From an optimization exercise on the open Yosys and OpenROAD flow, aimed at small area, a short achievable clock period and few clock cycles per item; shortcuts taken in it are not production practice.
Only simulation tests tie the RTL to the original design; equivalence was not proved.

Setup of JK:
## fpu_s
module fpu_s (
  input         clk,
  input         rst_n,
  input         req_valid,
  input  [6:0]  req_opcode,
  input  [6:0]  req_f7,
  input  [2:0]  req_rm,
  input  [4:0]  req_rs2,
  input  [31:0] req_v1,
  input  [31:0] req_v2,
  input  [31:0] req_v3,
  output        resp_valid,
  output [31:0] resp_value,
  output [4:0]  resp_fflags
);
  localparam K = 4;                  
  localparam NC = 6;                 
  localparam N = K * NC + 1;         
  localparam F = N + 1;              
  localparam WD = F + 3;
  wire [31:0] a = req_v1, b = req_v2, c = req_v3;
  wire op53 = req_opcode == 7'h53;
  wire is_fmadd = ~op53;
  wire d_add  = op53 & (req_f7 == 7'h00);
  wire d_sub  = op53 & (req_f7 == 7'h04);
  wire d_mul  = op53 & (req_f7 == 7'h08);
  wire d_div  = op53 & (req_f7 == 7'h0c);
  wire d_sqrt = op53 & (req_f7 == 7'h2c);
  wire d_i2f  = op53 & (req_f7 == 7'h68);
  wire d_f2i  = op53 & (req_f7 == 7'h60);
  wire d_addsub = d_add | d_sub;
  wire d_fma  = d_addsub | d_mul | is_fmadd | d_i2f;
  wire d_ds   = d_div | d_sqrt;
  wire d_misc = ~d_fma & ~d_ds;
  wire start = req_valid & rst_n;
  reg [2:0] brm;
  always @* case (req_rm) 3'd0: brm = 0; 3'd1: brm = 4; 3'd2: brm = 3; 3'd3: brm = 2; 3'd4: brm = 1; default: brm = 0; endcase
  reg        pend;           
  reg        slowm;          
  reg        v_misc;         
  reg [31:0] misc_res; reg [4:0] misc_fl;
  reg [WD-1:0] r_x, r_y;
  wire [27:0] f_x = r_x[27:0], f_y = r_y[27:0];
  reg f_abgt, f_eeq, f_sub;
  reg [7:0]  f_xe; reg [2:0] f_abfl; reg f_sgn, f_sgnc, f_acc, f_neg, f_spec, f_ssgn, f_snv;
  reg [1:0]  f_skind; reg [2:0] f_rm; reg [9:0] f_exp;
  reg        busy; reg [2:0] cnt; reg f_dmode;
  wire [WD-1:0] ds_ws = r_x, ds_wc = r_y; reg [N:0] ds_q, ds_qm; wire [N:0] ds_m; reg ds_sq; reg ds_s;
  wire [23:0] ds_d = misc_res[23:0];    
  ...
Size: roughly 190 flip-flops, roughly 160 I/O pins, roughly 69000 um^2 of cells after synthesis.
==> flow/config.mk <==
export PLATFORM = sky130hd
export DESIGN_NAME = fpu_s
export DESIGN_NICKNAME = fpu_s
export VERILOG_FILES = /design/flow/design.v
export SDC_FILE = /design/flow/constraint.sdc
export NUM_CORES = 8
export LEC_CHECK = 0
export ABC_AREA = 1
export CAP_MARGIN = 20
export CORE_MARGIN = 2
export CORE_UTILIZATION = 42
export SLEW_MARGIN = 20
==> flow/constraint.sdc <==
create_clock -name core_clock -period 20.0 [get_ports {clk}]
set_input_delay 4.0000 -clock core_clock [delete_from_list [all_inputs] [get_ports {clk}]]
set_output_delay 4.0000 -clock core_clock [all_outputs]
set_load 0.01 [all_outputs]
standard.sh (not shown) runs the stock make flow with config.mk's settings and CLKGATE_MAP_FILE= SYNTH_SCRIPT=/design/flow/synth_recipe.tcl, a recipe that flattens the netlist after the stock synthesis.
==> flow/flow/run.sh <==
#!/bin/bash
# Layout flow: the standard synthesis unchanged, then the standard ORFS
# steps (floorplan to finish) with timing repair aimed at a setup margin of
# 7.25 ns. The clock period and all constraints stay the design's.
# Each step's full output goes to a log file in this folder.
set -euo pipefail
bash standard.sh synth > synth.log 2>&1
bash standard.sh SETUP_SLACK_MARGIN=7.25 finish > layout.log 2>&1
JK did not stop at any stage, and its layout met the timing, DRC and antenna checks.
Testbench counts of JK, summed over its fixed seeds: cycles 3,250, ops 2,400.
What MS does differently from JK at the input level:
- swapping 42 for 40 in CORE_UTILIZATION
--- a/flow/flow/run.sh
+++ b/flow/flow/run.sh
@@ -4 +4 @@
-# 7.25 ns. The clock period and all constraints stay the design's.
+# 7 ns. The clock period and all constraints stay the design's.
@@ -8 +8 @@
-bash standard.sh SETUP_SLACK_MARGIN=7.25 finish > layout.log 2>&1
+bash standard.sh SETUP_SLACK_MARGIN=7 finish > layout.log 2>&1
--- outcome ---
Width of the die, MS vs JK: up by a few percent. MS reports its cell at the slowest stage of the critical path as sky130_fd_sc_hd__clkdlybuf4s50_1 while JK reports sky130_fd_sc_hd__fa_1. Sort JK and MS by global-route wire length before repair, descending, and MS comes first. Looking at JK and MS, the post-route cell area is a wash. Fmax: MS below JK.
Inputs modified between MS and AL:
- a change of CORE_UTILIZATION from 40 to 45
- an added PLACE_DENSITY of 0.7
==> run notes <==
The worst slew margin relative to its limit in AL was higher than what MS gave.
Of MS and AL, AL shows the lower number of stages on the worst setup path, with MS above it.
[compare] base=MS new=AL: post-CTS setup buffer count went up 17, setup slack now larger.
AL gives more global routing usage on met3 than MS did.
For sequential portion of the cell area, MS and AL come out practically identical.
The final layout from AL, which completed every stage, passed the timing, DRC and antenna checks at the end of the flow.
In the flow results for MS and AL, the timing-limited maximum frequency is larger on AL.
Changes observed in AL relative to MS: global-route usage +3.7 points.
Changes in TR relative to AL:
- removing PLACE_DENSITY (formerly 0.7)
- changing CORE_UTILIZATION from 45 to 40
--- a/flow/flow/run.sh
+++ b/flow/flow/run.sh
@@ -4 +4 @@
-# 7 ns. The clock period and all constraints stay the design's.
+# 7.5 ns. The clock period and all constraints stay the design's.
@@ -8 +8 @@
-bash standard.sh SETUP_SLACK_MARGIN=7 finish > layout.log 2>&1
+bash standard.sh SETUP_SLACK_MARGIN=7.5 finish > layout.log 2>&1
Notes after the runs:
- Placement-stage cell area delta for TR relative to AL: about 0.43% higher
- ~same synthesized netlist net count in TR and AL
- Layout overhead on the synthesized area on TR is up relative to AL.
- Higher time the worst path needs with I/O delays and setup was reported by AL, not TR.
- Sort TR and AL by depth of the worst register-to-register path asc -> top: AL
- Comparing TR and AL, the lower delay of the slowest critical-path stage was measured on TR.
- TR: post-detailed-route via-to-cell ratio lower than AL
- TR falls short of AL in HPWL after detailed placement.
- On post-detailed-routing wire length: TR sits above AL.
- Flip-flop and latch count: AL vs TR identical

port drivers added, routing unchanged:
The results above use ideal ports. As a check the final layouts listed here were re-extracted and re-timed, cells and wires unchanged. Step 1, drivers: a clkbuf_16 drives clk and a buf_2 each remaining input, both assumed. Step 2, shift: input delay + t, output delay - t, t = (earliest + latest rising clock arrival at the registers) / 2. This alone moves slack from input paths to output paths. Three values: ideal, step 1, step 2; two values: the first two.
| run | t, ns | slack for setup (ns) | worst register clock-pin slew, ns | worst data-port slew with drivers (ns) | pins driven straight from the clock port |
|---|---|---|---|---|---|
| JK | 0.601 | 7.174 / 7.133 / 6.532 | 0.09 / 0.09 | 0.25 | 1 |
| MS | 0.633 | 6.978 / 7.007 / 6.396 | 0.11 / 0.11 | 0.13 | 1 |
| AL | 0.641 | 7.035 / 7.007 / 6.367 | 0.11 / 0.11 | 0.19 | 1 |
| TR | 0.642 | 7.541 / 7.497 / 6.859 | 0.11 / 0.11 | 0.13 | 1 |
After both steps setup and hold are still met in every run listed. The setup slack of TR, which loses most, moves by -0.044 ns with the drivers and by -0.682 ns with both steps.
